Background: an optimization exercise with open tools, aiming at a short achievable clock period and few clock cycles. Do not read the settings as production practice.
In this exercise RTL edits were held to simulation tests only and were not proved equivalent to the original.
Power is estimated from default activity; no workload was simulated.

==> v39: inputs <==
Design core_model, start of the top module:
module core_model (
    input  logic        clk_i,         
    input  logic        rstn_i,        
    output logic [31:0] imem_addr_o,   
    input  logic [31:0] imem_rdata_i,  
    output logic [31:0] dmem_addr_o,   
    output logic [3:0]  dmem_wmask_o,  
    output logic [31:0] dmem_wdata_o,  
    input  logic [31:0] dmem_rdata_i,  
    output logic        wb_valid_o,    
    output logic [4:0]  wb_rd_o,       
    output logic [31:0] wb_data_o      
);
clock: 25.0 ns
lec_check: 0
cap_margin: 20
core_margin: 2
core_utilization: 50
slew_margin: 20
synth_hierarchical: 1
standard.sh (not shown) runs the stock make flow with config.mk's settings and CLKGATE_MAP_FILE= SYNTH_SCRIPT=/design/flow/synth_recipe.tcl, a recipe that flattens the netlist after the stock synthesis.
==> flow/flow/run.sh <==
#!/bin/bash
# The standard ORFS layout (standard.sh), tuned for speed:
#  - gates may be resized to any footprint,
#  - no full-adder cell extraction in synthesis (abc maps all logic).
# The registers are those of the standard synthesis.
set -euo pipefail
bash standard.sh SETUP_SLACK_MARGIN=19 MATCH_CELL_FOOTPRINT=0 ADDER_MAP_FILE= finish > standard_flow.log 2>&1
==> inputs of v4, as changes to v39 <==
--- a/flow/design.v
+++ b/flow/design.v
@@ -26,34 +26,36 @@
   logic        pr_d;            
   logic        pj_d;            
   logic [31:0] ras;             
   logic        ras_ok;          
   logic is_lui, is_auipc, is_jal, is_jalr, is_br, is_ld, is_st, is_opi, is_op;
   logic use1_d, use2_d, wen_d, early_d;
   logic fe1, fm1, fw1, fe2, fm2, fw2;
   logic        wen_e, ld_e, st_e, early_e, sub_e, sra_e, bimm_e, add_e;
+  logic        eld_e;            
   logic        br_e, pred_e;     
   logic [31:0] alt_e;            
   logic [4:0]  rd_e;
   logic [2:0]  f3_e;
   logic [NR-1:0] rsel_e;
   logic [31:0] a_e, b_e, imm_e, early_val_e;
   logic        fa_m_e, fa_w_e, fb_m_e, fb_w_e;
   logic        wen_m, ld_m;
   logic [4:0]  rd_m;
-  logic [2:0]  f3_m;
-  logic [1:0]  off_m;
+  logic [2:0]  f3_a;            
+  logic [1:0]  off_a;
   logic [31:0] res_m, resn_m, wdata_m, dao_m;    
   logic [3:0]  wmask_m;
   logic        wen_w, wenn_w, wbv_w;             
   logic [4:0]  rd_w, rdn_w, wbr_w;               
   logic [31:0] res_w, resn_w, wbd_w;
   logic [31:1][31:0] rf;
   logic [31:0] ra, rb, opb;    
+  logic [31:0] ldata;          
   logic        mis_e;          
   logic [4:0] rs1_d, rs2_d, rd_d;
   logic [2:0] f3_d;
   assign rs1_d = instr_d[19:15];
   assign rs2_d = instr_d[24:20];
   assign rd_d  = instr_d[11:7];
   assign f3_d  = instr_d[14:12];
   logic [31:0] imm_i, imm_s, imm_b, imm_u, imm_j;
@@ -100,21 +102,27 @@
   assign cond_d = (ope1 | ope2) ? (eq_fast ^ f3_d[0]) : cond_n;
   logic ret_ok, redir_d, k_br, k_jr, k_other;
   assign ret_ok  = pr_d;
   assign k_br    = is_br & ~late_br;
   assign k_jr    = is_jalr & ~pj_d;
   assign k_other = (is_jal & ~pb_d) | (~is_br & ~is_jal & ~is_jalr & pb_d);
   logic [31:0] tgt_jalr_d, tgt_pb_d;
   ks_add #(.W(32)) u_add_jalr (.a(a_d), .b(imm_i), .cin(1'b0), .s(tgt_jalr_d), .cout());
+  logic eld_d;
+  assign eld_d = is_ld & ~late1 & ~ld_e & ~st_e;
   assign tgt_pb_d = (pb_d & ~is_jal) ? p4_d : tgt_pc_d;
   logic sel_de, taken_d, act_d;
   d_sel u_dsel (.k_br(k_br), .cond_d(cond_d), .pb_d(pb_d), .k_jr(k_jr), .ret_ok(ret_ok),
                 .k_other(k_other), .v_d(v_d), .mis_e(mis_e), .stall_d(stall_d),
                 .redir_d(redir_d), .sel_de(sel_de));
+  logic sel_de2;
+  d_sel u_dsel2 (.k_br(k_br), .cond_d(cond_d), .pb_d(pb_d), .k_jr(k_jr), .ret_ok(ret_ok),
+                 .k_other(k_other), .v_d(v_d), .mis_e(mis_e), .stall_d(stall_d),
+                 .redir_d(), .sel_de(sel_de2));
   assign act_d   = v_d & ~stall_d & ~mis_e;
   assign taken_d = act_d & redir_d;
   logic [NR-1:0] rsel_d;
   logic sub_d, sra_d, bimm_d;
   always_comb begin
     rsel_d = '0;
     sub_d  = 1'b0;
     sra_d  = instr_d[30];
@@ -170,17 +178,17 @@
   assign hj_m = pc_f[31:21] - 11'd1;
   assign hb_m = pc_f[31:13] - 19'd1;              
   assign hr_p = early_val_d[31:12] + 20'd1;
   assign hr_m = early_val_d[31:12] - 20'd1;
   logic [31:0] pc4_f;
   assign pc4_f = pc_f + 32'd4;
   logic [31:0] pc_next, pco_next;
   npc_sel u_npc (
-    .rstn(rstn_i), .sel_de(sel_de), .mis_e(mis_e), .stall_d(stall_d), .jr_d(is_jalr),
+    .rstn(rstn_i), .sel_de(sel_de), .sel_de2(sel_de2), .mis_e(mis_e), .stall_d(stall_d), .jr_d(is_jalr),
     .alt_e(alt_e), .pc_f(pc_f), .tgt_pb_d(tgt_pb_d), .tgt_jalr_d(tgt_jalr_d),
     .jal_f(jal_f), .bwd_f(bwd_f), .ntz_f(ntz_f), .pj_f(pj_f), .pr_f(pr_f),
     .sgn(w[31]),
     .lo_j(lo_j), .cj(cj), .hj(pc_f[31:21]), .hj_p(hj_p), .hj_m(hj_m),
     .lo_b(lo_b), .cb(cb), .hb(pc_f[31:13]), .hb_m(hb_m),
     .lo_r(lo_r), .cr(cr), .hr(early_val_d[31:12]), .hr_p(hr_p), .hr_m(hr_m),
     .ras(ras), .pc4_f(pc4_f),
     .pc_next(pc_next), .pco_next(pco_next)
@@ -270,21 +278,23 @@
     end
   end
   logic go_d;
   assign go_d = v_d & ~stall_d & ~mis_e;
   always_ff @(posedge clk_i or negedge rstn_i) begin
     if (!rstn_i) begin
       wen_e <= 1'b0;
       ld_e  <= 1'b0;
+      eld_e <= 1'b0;
       st_e  <= 1'b0;
       br_e  <= 1'b0;
     end else begin
       wen_e <= go_d & wen_d;
-      ld_e  <= go_d & is_ld;
+      ld_e  <= go_d & is_ld & ~eld_d;
+      eld_e <= go_d & eld_d;
       st_e  <= go_d & is_st;
       br_e  <= go_d & late_br;
     end
   end
   always_ff @(posedge clk_i) begin
     early_e     <= early_d;
     rd_e        <= rd_d;
     f3_e        <= f3_d;
@@ -356,37 +366,37 @@
     end else begin
       wen_m   <= wen_e;
       ld_m    <= ld_e;
       wmask_m <= st_e ? wmask_e : 4'b0;
     end
   end
   always_ff @(posedge clk_i) begin
     rd_m    <= rd_e;
-    f3_m    <= f3_e;
-    off_m   <= sum[1:0];
-    resn_m  <= ~res_e;
-    dao_m   <= res_e;
+    f3_a    <= eld_d ? f3_d : f3_e;
+    off_a   <= eld_d ? tgt_jalr_d[1:0] : sum[1:0];
+    dao_m   <= eld_d ? tgt_jalr_d : res_e;
+    resn_m  <= ~(eld_e ? ldata : res_e);
     wdata_m <= wdata_e;
   end
   assign res_m = ~resn_m;
   logic [7:0]  lbyte;
   logic [15:0] lhalf;
-  logic [31:0] ldata, res_mw;
+  logic [31:0] res_mw;
   always_comb begin
-    case (off_m)
+    case (off_a)
       2'b00:   lbyte = dmem_rdata_i[7:0];
       2'b01:   lbyte = dmem_rdata_i[15:8];
       2'b10:   lbyte = dmem_rdata_i[23:16];
       default: lbyte = dmem_rdata_i[31:24];
     endcase
-    lhalf = off_m[1] ? dmem_rdata_i[31:16] : dmem_rdata_i[15:0];
-    case (f3_m[1:0])
-      2'b00:   ldata = {{24{lbyte[7] & ~f3_m[2]}}, lbyte};
-      2'b01:   ldata = {{16{lhalf[15] & ~f3_m[2]}}, lhalf};
+    lhalf = off_a[1] ? dmem_rdata_i[31:16] : dmem_rdata_i[15:0];
+    case (f3_a[1:0])
+      2'b00:   ldata = {{24{lbyte[7] & ~f3_a[2]}}, lbyte};
+      2'b01:   ldata = {{16{lhalf[15] & ~f3_a[2]}}, lhalf};
       default: ldata = dmem_rdata_i;
     endcase
   end
   assign res_mw = ld_m ? ldata : res_m;
   always_ff @(posedge clk_i or negedge rstn_i) begin
     if (!rstn_i) begin
       wenn_w <= 1'b1;
       wbv_w  <= 1'b0;
@@ -413,47 +423,49 @@
   assign dmem_wmask_o = wmask_m;
   assign dmem_wdata_o = wdata_m;
   assign wb_valid_o   = wbv_w;
   assign wb_rd_o      = wbr_w;
   assign wb_data_o    = wbd_w;
 endmodule
 module npc_sel (
     input  logic        rstn,
-    input  logic        sel_de, mis_e, stall_d, jr_d,
+    input  logic        sel_de, sel_de2, mis_e, stall_d, jr_d,
     input  logic [31:0] alt_e, pc_f, tgt_pb_d, tgt_jalr_d,
     input  logic        jal_f, bwd_f, ntz_f, pj_f, pr_f,
     input  logic        sgn,               
     input  logic [20:0] lo_j,
     input  logic        cj,
     input  logic [10:0] hj, hj_p, hj_m,
     input  logic [12:0] lo_b,
     input  logic        cb,
     input  logic [18:0] hb, hb_m,
     input  logic [11:0] lo_r,
     input  logic        cr,
     input  logic [19:0] hr, hr_p, hr_m,
     input  logic [31:0] ras, pc4_f,
     output logic [31:0] pc_next,
     output logic [31:0] pco_next
 );
-  logic [31:0] pc_de, pc_fo, tb, tr;
+  logic [31:0] pc_de, tr;
   logic [10:0] hj0, hj1;
-  logic        sj;
   assign pc_de = mis_e ? alt_e : stall_d ? pc_f : jr_d ? {tgt_jalr_d[31:1], 1'b0} : tgt_pb_d;
   assign hj0   = sgn ? hj_m : hj;
   assign hj1   = sgn ? hj : hj_p;
-  assign tb    = {(cb ? hb : hb_m), lo_b};      
   assign tr    = {(cr ? (sgn ? hr : hr_p) : (sgn ? hr_m : hr)), lo_r[11:1], 1'b0};
   logic [31:0] base;
   assign base  = pj_f ? tr : pr_f ? ras : pc4_f;
-  assign pc_fo = (bwd_f & ~ntz_f) ? tb : base;
-  assign sj    = jal_f;
-  npc_last u_last (.rstn(rstn), .sel_de(sel_de), .pc_de(pc_de), .sj(sj), .cj(cj), .hj0(hj0),
-                   .hj1(hj1), .lo_j(lo_j), .pc_fo(pc_fo), .pc_next(pc_next), .pco_next(pco_next));
+  npc_last #(.RST(0)) u_last (.rstn(rstn), .sel_de(sel_de), .pc_de(pc_de), .base(base),
+                   .sj(jal_f), .cj(cj), .hj0(hj0), .hj1(hj1), .lo_j(lo_j),
+                   .sb(bwd_f & ~ntz_f), .cb(cb), .hb0(hb_m), .hb1(hb), .lo_b(lo_b),
+                   .q(pc_next));
+  npc_last #(.RST(1)) u_last_o (.rstn(rstn), .sel_de(sel_de2), .pc_de(pc_de), .base(base),
+                   .sj(jal_f), .cj(cj), .hj0(hj0), .hj1(hj1), .lo_j(lo_j),
+                   .sb(bwd_f & ~ntz_f), .cb(cb), .hb0(hb_m), .hb1(hb), .lo_b(lo_b),
+                   .q(pco_next));
 endmodule
 module br_cond (
     input  logic [31:0] a,
     input  logic [31:0] b,
     input  logic [2:0]  f3,
     output logic        cond
 );
   logic eq, lt, ltu, c;
@@ -579,31 +591,42 @@
     input  logic        cin,
     input  logic [31:0] c,
     output logic        eq
 );
   logic [31:0] carry;
   assign carry = {(a[30:0] & b[30:0]) | ((a[30:0] | b[30:0]) & ~c[30:0]), cin};
   assign eq    = ((a ^ b ^ c) == carry);
 endmodule
-module npc_last (
+module npc_last #(
+    parameter bit RST = 1'b0
+) (
     input  logic        rstn,
     input  logic        sel_de,
-    input  logic [31:0] pc_de,
+    input  logic [31:0] pc_de, base,
     input  logic        sj, cj,
     input  logic [10:0] hj0, hj1,
     input  logic [20:0] lo_j,
-    input  logic [31:0] pc_fo,
-    output logic [31:0] pc_next,
-    output logic [31:0] pco_next
+    input  logic        sb, cb,
+    input  logic [18:0] hb0, hb1,
+    input  logic [12:0] lo_b,
+    output logic [31:0] q
 );
-  logic [31:0] pc_fp;
-  assign pc_fp    = sj ? {(cj ? hj1 : hj0), lo_j} : pc_fo;
-  assign pc_next  = sel_de ? pc_de : pc_fp;
-  assign pco_next = rstn ? pc_next : 32'h8000_0000;
+  localparam logic [31:0] RESET_PC = 32'h8000_0000;
+  logic [31:0] e, x0, x1, y0, y1, n;
+  logic        uj, ub;
+  assign e  = sel_de ? pc_de : base;
+  assign uj = ~sel_de & sj;
+  assign ub = ~sel_de & ~sj & sb;
+  assign x0 = {hj0, lo_j};
+  assign x1 = {hj1, lo_j};
+  assign y0 = {hb0, lo_b};
+  assign y1 = {hb1, lo_b};
+  assign n  = uj ? (cj ? x1 : x0) : ub ? (cb ? y1 : y0) : e;
+  assign q  = (RST && !rstn) ? RESET_PC : n;
 endmodule
 module csel_add21 (
     input  logic [20:0] a,
     input  logic [20:0] b,
     output logic [20:0] s,
     output logic        cout
 );
   logic [10:0] sl;
==> inputs of v22, as changes to v39 <==
--- a/flow/design.v
+++ b/flow/design.v
@@ -26,34 +26,36 @@
   logic        pr_d;            
   logic        pj_d;            
   logic [31:0] ras;             
   logic        ras_ok;          
   logic is_lui, is_auipc, is_jal, is_jalr, is_br, is_ld, is_st, is_opi, is_op;
   logic use1_d, use2_d, wen_d, early_d;
   logic fe1, fm1, fw1, fe2, fm2, fw2;
   logic        wen_e, ld_e, st_e, early_e, sub_e, sra_e, bimm_e, add_e;
+  logic        eld_e;            
   logic        br_e, pred_e;     
   logic [31:0] alt_e;            
   logic [4:0]  rd_e;
   logic [2:0]  f3_e;
   logic [NR-1:0] rsel_e;
   logic [31:0] a_e, b_e, imm_e, early_val_e;
   logic        fa_m_e, fa_w_e, fb_m_e, fb_w_e;
   logic        wen_m, ld_m;
   logic [4:0]  rd_m;
-  logic [2:0]  f3_m;
-  logic [1:0]  off_m;
+  logic [2:0]  f3_a;            
+  logic [1:0]  off_a;
   logic [31:0] res_m, resn_m, wdata_m, dao_m;    
   logic [3:0]  wmask_m;
   logic        wen_w, wenn_w, wbv_w;             
   logic [4:0]  rd_w, rdn_w, wbr_w;               
   logic [31:0] res_w, resn_w, wbd_w;
   logic [31:1][31:0] rf;
   logic [31:0] ra, rb, opb;    
+  logic [31:0] ldata;          
   logic        mis_e;          
   logic [4:0] rs1_d, rs2_d, rd_d;
   logic [2:0] f3_d;
   assign rs1_d = instr_d[19:15];
   assign rs2_d = instr_d[24:20];
   assign rd_d  = instr_d[11:7];
   assign f3_d  = instr_d[14:12];
   logic [31:0] imm_i, imm_s, imm_b, imm_u, imm_j;
@@ -100,16 +102,18 @@
   assign cond_d = (ope1 | ope2) ? (eq_fast ^ f3_d[0]) : cond_n;
   logic ret_ok, redir_d, k_br, k_jr, k_other;
   assign ret_ok  = pr_d;
   assign k_br    = is_br & ~late_br;
   assign k_jr    = is_jalr & ~pj_d;
   assign k_other = (is_jal & ~pb_d) | (~is_br & ~is_jal & ~is_jalr & pb_d);
   logic [31:0] tgt_jalr_d, tgt_pb_d;
   ks_add #(.W(32)) u_add_jalr (.a(a_d), .b(imm_i), .cin(1'b0), .s(tgt_jalr_d), .cout());
+  logic eld_d;
+  assign eld_d = is_ld & ~late1 & ~ld_e & ~st_e;
   assign tgt_pb_d = (pb_d & ~is_jal) ? p4_d : tgt_pc_d;
   logic sel_de, taken_d, act_d;
   d_sel u_dsel (.k_br(k_br), .cond_d(cond_d), .pb_d(pb_d), .k_jr(k_jr), .ret_ok(ret_ok),
                 .k_other(k_other), .v_d(v_d), .mis_e(mis_e), .stall_d(stall_d),
                 .redir_d(redir_d), .sel_de(sel_de));
   assign act_d   = v_d & ~stall_d & ~mis_e;
   assign taken_d = act_d & redir_d;
   logic [NR-1:0] rsel_d;
@@ -270,21 +274,23 @@
     end
   end
   logic go_d;
   assign go_d = v_d & ~stall_d & ~mis_e;
   always_ff @(posedge clk_i or negedge rstn_i) begin
     if (!rstn_i) begin
       wen_e <= 1'b0;
       ld_e  <= 1'b0;
+      eld_e <= 1'b0;
       st_e  <= 1'b0;
       br_e  <= 1'b0;
     end else begin
       wen_e <= go_d & wen_d;
-      ld_e  <= go_d & is_ld;
+      ld_e  <= go_d & is_ld & ~eld_d;
+      eld_e <= go_d & eld_d;
       st_e  <= go_d & is_st;
       br_e  <= go_d & late_br;
     end
   end
   always_ff @(posedge clk_i) begin
     early_e     <= early_d;
     rd_e        <= rd_d;
     f3_e        <= f3_d;
@@ -356,37 +362,37 @@
     end else begin
       wen_m   <= wen_e;
       ld_m    <= ld_e;
       wmask_m <= st_e ? wmask_e : 4'b0;
     end
   end
   always_ff @(posedge clk_i) begin
     rd_m    <= rd_e;
-    f3_m    <= f3_e;
-    off_m   <= sum[1:0];
-    resn_m  <= ~res_e;
-    dao_m   <= res_e;
+    f3_a    <= eld_d ? f3_d : f3_e;
+    off_a   <= eld_d ? tgt_jalr_d[1:0] : sum[1:0];
+    dao_m   <= eld_d ? tgt_jalr_d : res_e;
+    resn_m  <= ~(eld_e ? ldata : res_e);
     wdata_m <= wdata_e;
   end
   assign res_m = ~resn_m;
   logic [7:0]  lbyte;
   logic [15:0] lhalf;
-  logic [31:0] ldata, res_mw;
+  logic [31:0] res_mw;
   always_comb begin
-    case (off_m)
+    case (off_a)
       2'b00:   lbyte = dmem_rdata_i[7:0];
       2'b01:   lbyte = dmem_rdata_i[15:8];
       2'b10:   lbyte = dmem_rdata_i[23:16];
       default: lbyte = dmem_rdata_i[31:24];
     endcase
-    lhalf = off_m[1] ? dmem_rdata_i[31:16] : dmem_rdata_i[15:0];
-    case (f3_m[1:0])
-      2'b00:   ldata = {{24{lbyte[7] & ~f3_m[2]}}, lbyte};
-      2'b01:   ldata = {{16{lhalf[15] & ~f3_m[2]}}, lhalf};
+    lhalf = off_a[1] ? dmem_rdata_i[31:16] : dmem_rdata_i[15:0];
+    case (f3_a[1:0])
+      2'b00:   ldata = {{24{lbyte[7] & ~f3_a[2]}}, lbyte};
+      2'b01:   ldata = {{16{lhalf[15] & ~f3_a[2]}}, lhalf};
       default: ldata = dmem_rdata_i;
     endcase
   end
   assign res_mw = ld_m ? ldata : res_m;
   always_ff @(posedge clk_i or negedge rstn_i) begin
     if (!rstn_i) begin
       wenn_w <= 1'b1;
       wbv_w  <= 1'b0;
@@ -590,20 +596,31 @@
     input  logic [31:0] pc_de,
     input  logic        sj, cj,
     input  logic [10:0] hj0, hj1,
     input  logic [20:0] lo_j,
     input  logic [31:0] pc_fo,
     output logic [31:0] pc_next,
     output logic [31:0] pco_next
 );
-  logic [31:0] pc_fp;
-  assign pc_fp    = sj ? {(cj ? hj1 : hj0), lo_j} : pc_fo;
-  assign pc_next  = sel_de ? pc_de : pc_fp;
-  assign pco_next = rstn ? pc_next : 32'h8000_0000;
+  localparam logic [31:0] RESET_PC = 32'h8000_0000;
+  logic [31:0] e;
+  logic [10:0] e0, e1, r0, r1;
+  logic [20:0] er;
+  logic        use_lo, use_lo_r;
+  assign e        = sel_de ? pc_de : pc_fo;
+  assign use_lo   = ~sel_de & sj;
+  assign use_lo_r = rstn & use_lo;
+  assign e0 = use_lo ? hj0 : e[31:21];
+  assign e1 = use_lo ? hj1 : e[31:21];
+  assign r0 = rstn ? e0 : RESET_PC[31:21];
+  assign r1 = rstn ? e1 : RESET_PC[31:21];
+  assign er = rstn ? e[20:0] : RESET_PC[20:0];
+  assign pc_next  = {(cj ? e1 : e0), (use_lo ? lo_j : e[20:0])};
+  assign pco_next = {(cj ? r1 : r0), (use_lo_r ? lo_j : er)};
 endmodule
 module csel_add21 (
     input  logic [20:0] a,
     input  logic [20:0] b,
     output logic [20:0] s,
     output logic        cout
 );
   logic [10:0] sl;
==> comparison table <==
quantity	v4	v22	v39
Critical Path Most Common Cell	sky130_fd_sc_hd__and2_4	sky130_fd_sc_hd__a21o_1	sky130_fd_sc_hd__buf_4
Period minus WS final	6.648 ns	6.860 ns	6.948 ns
Clock skew after layout	0.07874 ns	0.06465 ns	0.06283 ns
Initial antenna violation count	44	51	28
Proportion of layout cells with a drive suffix above 1	21.56%	19.24%	17.84%
Count of cells along the worst register-to-register path	25	21	22
Power Internal	0.007657 W	0.007688 W	0.007557 W
Die Area	209400 µm²	209200 µm²	206000 µm²
Post-cts sizing count	1195	1024	904
Power consumption	0.01295 W	0.01292 W	0.01269 W
Met2 usage in global routing	61.52%	58.32%	57.30%
Count of sequential standard cells	1654	1654	1653
Status	finished clean	finished clean	finished clean
Highest-delay cell along the critical path	sky130_fd_sc_hd__a221oi_2	sky130_fd_sc_hd__or3b_4	sky130_fd_sc_hd__nor4_1
Testbench counts of v39, summed over its fixed seeds: cycles 80,748.
Testbench counts of v4, summed over its fixed seeds: cycles 79,146.
Testbench counts of v22, summed over its fixed seeds: cycles 79,146.

-- what the ideal ports hide --
The flow's constraints put no driver on any port. The routed layouts listed below were extracted and timed again, unchanged, in two steps.
Step 1 sets driving cells, clkbuf_16 on the clock port and buf_2 on the other inputs (assumed; they add their load-dependent delay and slew).
Step 2 times the ports against the registers' clock, not the clock port: input delays grow and output delays shrink by t, the midpoint of the rising clock arrivals with the driver on.
Slacks: no drivers / after step 1 / after step 2; pairs: no drivers / after step 1.
| run | shift t [ns] | slack for setup (ns) | worst setup path at the end |
|---|---|---|---|
| v39 | 0.945 | 18.052 / 18.052 / 17.238 | input to register |
| v4 | 0.938 | 18.352 / 18.316 / 17.378 | input to register |
| v22 | 0.944 | 18.140 / 18.198 / 17.254 | input to register |
After both steps every run listed still meets setup and hold. The setup slack of v4, which loses most, moves by -0.036 ns with the drivers and by -0.974 ns with both steps.
